This is an optimization exercise on Yosys and OpenROAD, whose aim is small area and a short achievable clock period, not a production implementation.
Only simulation tests tie the RTL to the original design; equivalence was not proved.

==> flow/design.v, too long to show whole: its modules and the start of the top module <==
// module fm_mult: 9 lines
// module conv2d: 4710 lines
module conv2d#(
    parameter   CONV_WIDTH      = 'd8 ,
    parameter   CONV_HEIGHT     = 'd8 
)(
    input clk   ,
    input rst_n ,
    input                matrix_vsync ,
    input                matrix_href  ,
    input        [6:0]   matrix_h_cnt       ,
    input        [6:0]   matrix_v_cnt       ,
    input signed [15:0]   conv_bias   ,
    input        [143:0]  fm_data     ,
    input        [143:0]  conv_weight ,
    output reg        [6:0]  conv_h_cnt ,
    output reg        [6:0]  conv_v_cnt ,
    output reg               conv_href  ,
    output reg               conv_vsync ,
    output reg signed [31:0] conv_result
);
  // ...
==> flow/run.sh <==
#!/bin/bash
# synth_recipe.tcl (not shown) runs the flow's synth.tcl, then flattens the netlist and writes it again
# the make line also repeats each setting of config.mk as NAME=value (left out here)
make -C /OpenROAD-flow-scripts/flow DESIGN_CONFIG=/design/flow/config.mk WORK_HOME=/design/flow/orfs CLKGATE_MAP_FILE= SYNTH_SCRIPT=/design/flow/synth_recipe.tcl finish
==> flow/config.mk <==
export PLATFORM = sky130hd
export DESIGN_NAME = conv2d
export DESIGN_NICKNAME = conv2d
export VERILOG_FILES = /design/flow/design.v
export SDC_FILE = /design/flow/constraint.sdc
export NUM_CORES = 4
export LEC_CHECK = 0
export CAP_MARGIN = 20
export CORE_MARGIN = 2
export CORE_UTILIZATION = 40
export SETUP_SLACK_MARGIN = 5.0
export SLEW_MARGIN = 20
==> flow/constraint.sdc <==
create_clock -name core_clock -period 10.0 [get_ports {clk}]
set_input_delay 2.0000 -clock core_clock [delete_from_list [all_inputs] [get_ports {clk}]]
set_output_delay 2.0000 -clock core_clock [all_outputs]
set_load 0.01 [all_outputs]
==> summary.txt, run 1 <==
Status
  • Status: complete, no violations

Worst setup path
  • Worst path top cell family by delay: adder cells
  • CP Data Required Time: 10.54 ns
  • Arrival time worst endpoint: 6.00 ns
  • Critical Path Source Type: primary input

Layout
  • Layout clock area frac: 0.0170
  • Nonclk buf count: 1030
  • Finished Cell Area: 88700 sq um
  • Final std cells w/o fill: 9457
  • Clkbuf count: 56

Synthesis
  • Most common cell in the synthesized netlist: fa_1
  • Sequential share of the synthesized area: 0.115
  • Post-synthesis adder-cell area fraction: 0.418

Clock tree
  • H-Tree Depth: 2
  • Post-CTS Setup Inserts: 392

Place
  • GP Congestion: 1.08
  • I/O Buffers: 369

Timing
  • Crit share post-route: 0.546

Floorplan
  • Tap cells: 2058
  • Die width: 401 microns
  • Std cell rows: 145

Worst hold path
  • Hold path start: conv_h_cnt_r[3]
  • WHS Path Cells: 0

Routing
  • Top sig layer: met5

Job
  • Max Cap Viol: 0
==> run 2, diff against run 1 <==
--- a/flow/config.mk
+++ b/flow/config.mk
@@ -10,3 +10,3 @@
 export CORE_UTILIZATION = 40
-export SETUP_SLACK_MARGIN = 5.0
+export SETUP_SLACK_MARGIN = 4.0
 export SLEW_MARGIN = 20
==> summary.txt, run 2 <==
Worst setup path
  • CP Cell Sequence: clkdlybuf4s50_1, xor2_1, nand2_1, o21ai_0, fa_1, fa_1, fa_1, inv_1, fa_1, inv_1, fa_1
  • CP Buf/Inv Count: 3
  • CP endpoint kind: flop
  • Worst path top cell family by delay: adder cells
  • Critical Path Source Type: primary input
  • Arrival time worst endpoint: 6.53 ns (+0.53 ns)
  • FF-to-FF setup slack: 4.58 ns
  • FF-to-FF End: conv_result[24]
  • R2r worst-path depth: 16
  • Maximum fanout along the worst path: 9
  • Crit-path max cell delay: 0.90 ns
  • Critical path class: primary input to flop
  • Most numerous cell on the critical path: fa_1
  • CP Data Required Time: 10.48 ns (-0.06 ns)
  • Slowest library cell on the worst path: clkdlybuf4s50_1
  • RR Startpoint: cs_c16_6

Synthesis
  • Post-synthesis register bit count: 346
  • Synth warn: 1
  • Synth top area cells: fa_1 (39%), xor2_1 (9.2%), dfxtp_1 (8.9%), a22oi_1 (7.5%), inv_1 (6.5%)
  • Cell area after synthesis: 63200 sq um
  • Post-synth EDFFs: 0
  • Async S/R FF share, synth: 0.185
  • Predominant post-synthesis flop cell: dfxtp_1
  • Post-Synthesis Cells: 6739
  • Top cell type's share of synthesized area: 0.393
  • Most common cell in the synthesized netlist: fa_1
  • Synthesized area per cell: 9.37 sq um
  • Sequential share of the synthesized area: 0.115 (unchanged)
  • Net Count, Synth: 8429
  • Yosys cell types: 65
  • Most frequent cells after synthesis: fa_1 (1240), inv_1 (1100), xor2_1 (665), a22oi_1 (634), xnor2_1 (389)
  • Post-synth top area cell: fa_1

Layout
  • Max reg flops: 32
  • Most frequent cells in the layout: fa_1 (1177), inv_1 (1096), xor2_1 (643)
  • Multi-input logic area: 50900 sq um
  • Commonest non-fill, non-tap cell in the layout: fa_1
  • Share of layout cells above drive strength 1: 0.0820
  • Reg area: 7250 sq um
  • Biggest register: conv_result
  • Area growth syn-to-layout: 14.5%
  • # fillers: 15100
  • Layout Nets: 8603
  • Final Util: 0.462

Clock tree
  • CTS Sinks: 346
  • TritonCTS clock tree: done
  • Post-CTS Hold Fix Bufs: 0
  • CTS max path bufs: 3
  • Clk pin slew, worst setup/hold paths: 0.06 ns
  • CTS Root Cell: clkbuf_16
  • H-Tree Depth: 2 (unchanged)
  • Clock buffers created by TritonCTS: 43
  • Worst-skew pair later-pin latency: 0.63 ns

Floorplan
  • Die Ht: 401 microns
  • Die area: 161000 sq um
  • Core ar.: 157000 sq um
  • Die width: 401 microns (unchanged)
  • Std cell rows: 145 (unchanged)
  • IO Pins: 370
  • Initial Utilization: 0.404

Global route
  • Final global-route overflow total: 0
  • Overall routing resource usage: 0.372
  • GR Util met3: 0.0906
  • M2 GR Usage: 0.558
  • First-pass GRT wire length: 414000 microns
  • Largest net degree at the start of global routing: 65
  • Initial antenna violation count: 27
  • Number of global-route vias before repair: 52000
  • GR peak layer: met2
  • Met1 GRT Util: 0.472

Worst hold path
  • Hold path start: conv_v_cnt_r[2]
  • HP Class: flop to flop
  • WHS Path Cells: 0 (unchanged)
  • End of the worst hold path: conv_v_cnt[2]

Timing
  • Max Freq: 0.165 GHz
  • Fin crit period: 6.05 ns
  • # setup viols final: 0
  • Setup TNS: 0 ns
  • Slew @ Worst Pin: 1.28 ns
  • Unrepaired setup endpoints after global routing: yes
  • Crit share post-route: 0.605 (+0.0585)
  • Max-slew violations: 0
  • Rel. slew slack: 0.139
  • Worst hold slack: 0.347 ns
  • Clock skew: 0.0432 ns
  • Hold Vio Cnt, Final: 0

Routing
  • Vias per cell: 5.73
  • DR vias: 51600
  • Initial detailed-routing violation count: 6174
  • Post-route ant nets: 0
  • Residual DRC: 0
  • Drt total wl: 302000 microns
  • Routed len/inst: 33.5 microns
  • Drt pass-1 iters: 6

Job
  • Max Cap Viol: 0 (unchanged)

Place
  • Hpwl dp: 264000 microns
  • GP Congestion: 1.08 (+0.28%)
  • I/O Buffers: 369 (unchanged)

Status
  • Status: complete, no violations
run 2: cell counts after synthesis:
No cell type changed its count.
run 2: what timing repair did:
action,CTS,global route
buffers inserted,51,31
pin swaps,5,17
resized for setup,171,234
setup endpoints to repair,171,51
gates cloned,0,2
run 2: cells by family after synthesis:
logic type      count (synthesis)  share of synthesized area
compound gates               1453                      0.151
mux                            61                    0.00966
xor+xnor                     1054                      0.146
simple gates                  880                     0.0634
fa+ha+maj                    1368                      0.418
flops                         346                      0.115
buf+inv                      1577                     0.0964
run 2: worst max path at each step:
stage          slack [ns]             start        to  cells past startpoint
3_5_place_dp         2.26  conv_weight[113]  cs_c18_8                     13
6_report             3.95        fm_data[0]  cs_c12_7                     11
3_3_place_gp         2.33   conv_weight[43]  cs_c18_8                     13
5_1_grt              3.92   conv_weight[21]  cs_c18_8                     12
4_1_cts              3.93    conv_weight[3]  cs_c18_8                     13
2_1_floorplan        4.01   conv_weight[27]  cs_c13_7                     14
run 2: routing by layer:
metal	share of wire	wire, microns
met2	0.43	129000
met4	0.090	27100
met1	0.39	117000
met3	0.096	28900
met5	0.00014	41
run 2: final cells by class:
cell class / instances / share of cell area
Inverter: 1113 / 0.0581
Clock buffer: 54 / 0.0167
Antenna cell: 11 / 0.000380
Clock inverter: 25 / 0.00393
Sequential cell: 346 / 0.100
Tap cell: 2058 / 0.0356
Multi-Input combinational cell: 4816 / 0.703
Timing Repair Buffer: 593 / 0.0821
run 2: metrics by stage:
stage | worst slack, ns | area [sq um] | cells
6_report | 3.95 | 72400 | 9016
3_5_place_dp | 2.26 | 68700 | 8842
4_1_cts | 3.93 | 71200 | 8972
5_1_grt | 3.92 | 72400 | 9014
2_1_floorplan | 4.01 | 63200 | 6739
3_3_place_gp | 2.33 | 68700 | 8842
run 2: worst reg2reg max path, cell delays in order, from the launching register on:
cell and delay, ns:
dfxtp_1 0.38, inv_1 0.12, fa_1 0.55, inv_1 0.06, fa_1 0.41, inv_1 0.08, fa_1 0.48, fa_1 0.65
inv_1 0.07, ha_1 0.30, ha_1 0.45, nand4_1 0.27, nor3_1 0.45, o221ai_1 0.32, o21ai_1 0.30, a41oi_1 0.19
xnor2_1 0.22
==> run 3, diff against run 2 <==
--- a/flow/config.mk
+++ b/flow/config.mk
@@ -7,5 +7,6 @@
 export LEC_CHECK = 0
+export ABC_CLOCK_PERIOD_IN_PS = 5000
 export CAP_MARGIN = 20
 export CORE_MARGIN = 2
-export CORE_UTILIZATION = 40
+export CORE_UTILIZATION = 55
 export SETUP_SLACK_MARGIN = 4.0
==> summary.txt, run 3 <==
Floorplan
  • Std cell rows: 124 (-14%)
  • Initial Utilization: 0.553 (+0.150)
  • Die Ht: 343 microns (-15%)
  • Die width: 343 microns (-15%)
  • Die area: 118000 sq um (-27%)
  • IO Pins: 370 (unchanged)
  • Core ar.: 114000 sq um (-27%)

Timing
  • Fin crit period: 6.00 ns (-0.0538 ns)
  • # setup viols final: 0 (unchanged)
  • Crit share post-route: 0.600 (-0.00538)
  • Clock skew: 0.0412 ns (-0.00206 ns)
  • Slew @ Worst Pin: 1.19 ns (-0.0899 ns)
  • Max Freq: 0.167 GHz (+0.90%)
  • Hold Vio Cnt, Final: 0 (unchanged)
  • Worst hold slack: 0.346 ns (-0.000559 ns)
  • Unrepaired setup endpoints after global routing: yes
  • Setup TNS: 0 ns (unchanged)
  • Rel. slew slack: 0.200 (+0.0604)
  • Max-slew violations: 0 (unchanged)

Worst setup path
  • CP Data Required Time: 10.53 ns (+0.05 ns)
  • Maximum fanout along the worst path: 36 (+27)
  • Critical path class: primary input to flop
  • RR Startpoint: cs_c16_6
  • Arrival time worst endpoint: 6.52 ns (about the same)
  • CP endpoint kind: flop
  • R2r worst-path depth: 16 (unchanged)
  • Worst path top cell family by delay: adder cells
  • CP Buf/Inv Count: 4 (+1)
  • Slowest library cell on the worst path: fa_1
  • FF-to-FF End: conv_result[24]
  • Critical Path Source Type: primary input
  • Crit-path max cell delay: 0.51 ns (-0.39 ns)
  • FF-to-FF setup slack: 4.24 ns (-0.34 ns)
  • Most numerous cell on the critical path: fa_1
  • CP Cell Sequence: clkdlybuf4s50_1, buf_12, ha_1, nor2b_4, buf_4, xor2_1, a22oi_1, fa_1, fa_1, fa_2, fa_1, inv_1, fa_1, fa_1

Clock tree
  • CTS Root Cell: clkbuf_16
  • CTS Sinks: 346 (unchanged)
  • H-Tree Depth: 2 (unchanged)
  • Clk pin slew, worst setup/hold paths: 0.06 ns (about the same)
  • TritonCTS clock tree: done
  • CTS max path bufs: 3 (unchanged)
  • Clock buffers created by TritonCTS: 43 (unchanged)
  • Worst-skew pair later-pin latency: 0.66 ns (+0.03 ns)

Routing
  • Vias per cell: 6.16 (+7.5%)
  • DR vias: 51900 (+0.59%)
  • Initial detailed-routing violation count: 6543 (+6.0%)
  • Metal3 WL: 36100 microns (+25%)
  • Drt pass-1 iters: 6 (unchanged)
  • Post-route ant nets: 0 (unchanged)
  • Residual DRC: 0 (unchanged)
  • Top sig layer: met5
  • Routed len/inst: 33.0 microns (-1.6%)
  • Drt total wl: 278000 microns (-8.0%)
  • DR WL met2: 116000 microns (-11%)
  • WL met1: 98800 microns (-15%)

Place
  • Placed instance count: 8284 (-6.3%)
  • Hpwl dp: 240000 microns (-9.0%)
  • I/O Buffers: 369 (unchanged)
  • GP Congestion: 1.12 (+3.6%)

Synthesis
  • Predominant post-synthesis flop cell: dfxtp_1
  • Synthesized area per cell: 9.37 sq um (unchanged)
  • Synth warn: 1 (unchanged)
  • Sequential share of the synthesized area: 0.115 (unchanged)
  • Synth top area cells: fa_1 (39%), xor2_1 (9.2%), dfxtp_1 (8.9%), a22oi_1 (7.5%), inv_1 (6.5%)
  • Yosys cell types: 65 (unchanged)
  • Most common cell in the synthesized netlist: fa_1
  • Post-synth top area cell: fa_1
  • Post-synth EDFFs: 0 (unchanged)
  • Async S/R FF share, synth: 0.185 (unchanged)
  • Net Count, Synth: 8429 (unchanged)
  • Most frequent cells after synthesis: fa_1 (1240), inv_1 (1100), xor2_1 (665), a22oi_1 (634), xnor2_1 (389)
  • Post-synthesis register bit count: 346 (unchanged)
  • Cell area after synthesis: 63200 sq um (unchanged)
  • Post-Synthesis Cells: 6739 (unchanged)
  • Top cell type's share of synthesized area: 0.393 (unchanged)

Global route
  • Initial antenna violation count: 10 (-63%)
  • Final global-route overflow total: 0 (unchanged)
  • Largest net degree at the start of global routing: 65 (unchanged)
  • Number of global-route vias before repair: 51400 (-1.2%)
  • First-pass GRT wire length: 383000 microns (-7.4%)
  • Overall routing resource usage: 0.473 (+0.101)

Worst hold path
  • End of the worst hold path: conv_v_cnt[1]
  • WHS Path Cells: 0 (unchanged)
  • HP Class: flop to flop
  • Hold path start: conv_v_cnt_r[1]

Layout
  • Commonest non-fill, non-tap cell in the layout: fa_1
  • Share of layout cells above drive strength 1: 0.0719 (-0.0102)
  • Max reg flops: 32 (unchanged)
  • Most frequent cells in the layout: fa_1 (1189), inv_1 (1097), xor2_1 (650)
  • Area growth syn-to-layout: 12.8%
  • Biggest register: conv_result
  • # fillers: 9843 (-35%)
  • Final std cells w/o fill: 8433 (-6.5%)
  • Layout Nets: 8568 (-0.41%)

Status
  • Status: complete, no violations

Job
  • Max Cap Viol: 0 (unchanged)
## run 3: per-layer routing
layer	up-vias	track usage
li1	21700	-
met1	25900	0.588
met2	3500	0.684
met3	766	0.158
met4	6	0.357
met5	-	0
## run 3: final cells by class
class                      instances  area, sq um  share of cell area
timing repair buffer             558         5580              0.0782
clock buffer                      52         1200              0.0169
inverter                        1113         4200              0.0589
multi-input combinational       4816        50700               0.712
antenna                            8         20.0            0.000281
clock inverter                    28          423             0.00593
sequential                       346         7250               0.102
tap                             1512         1890              0.0265
## run 3: repair_timing
action,in CTS,in global routing
endpoints found under the setup margin,163,39
resized for setup,140,195
pin swaps,6,17
buffers inserted,48,13
cloned,0,0
hold buffers,0,0
## run 3: how the worst max path moves through the flow
stage,start,to,slack [ns],depth (start not counted)
floorplan,conv_weight[27],cs_c13_7,4.01,14
global placement,conv_weight[97],cs_c18_8,2.36,13
detailed placement,conv_weight[97],cs_c18_8,2.20,13
CTS,conv_weight[71],cs_c18_8,3.95,13
global route,conv_weight[1],cs_c18_8,3.92,13
finish,conv_weight[17],cs_c18_8,4.00,14
## run 3: cell families (layout without fill, tap and decap cells)
group / count (synthesis) / in the layout / share of synthesized area
compound gates: 1453 / 1453 / 0.151
xor+xnor: 1054 / 1054 / 0.146
simple gates: 880 / 880 / 0.0634
other cells: 0 / 8 / 0
mux: 61 / 61 / 0.00966
fa+ha+maj: 1368 / 1368 / 0.418
flops: 346 / 346 / 0.115
buf+inv: 1577 / 1751 / 0.0964
## run 3: per-stage QoR
step / setup slack (ns) / instance area, sq um / utilization
CTS: 3.95 / 70500 / 0.617
finish: 4.00 / 71300 / 0.624
detailed placement: 2.20 / 68000 / 0.595
global placement: 2.36 / 67900 / 0.595
global route: 3.92 / 71300 / 0.624
floorplan: 4.01 / 63200 / -

-- re-timing with driven ports --
How much do the figures lean on ideal ports? The routed layouts below were timed once more, with nothing changed but the port constraints. Step 1 assumes that a clkbuf_16 drives the clock port and a buf_2 every other input. Step 2 adds t to the input delays and takes it off the output delays; t is the mean of the earliest and latest rising clock arrival at the registers after step 1. Input paths then give back, and output paths get back, about the clock's delay inside the block. Three values: ideal ports, drivers, drivers and shift; two values: the first two.
run | shift t [ns] | setup WS [ns] | worst setup path after step 2 | slew at the worst register clock pin (ns) | pins driven straight from the clock port
run 1 | 0.663 | 4.535 / 4.539 / 3.876 | input to register | 0.07 / 0.07 | 1
run 2 | 0.686 | 3.950 / 3.998 / 3.312 | input to register | 0.09 / 0.09 | 1
run 3 | 0.726 | 4.004 / 4.054 / 3.328 | input to register | 0.07 / 0.07 | 1
After both steps every run listed still meets setup and hold. For run 3, which loses most, drivers alone change the setup slack by +0.050 ns; drivers and shift together by -0.676 ns.
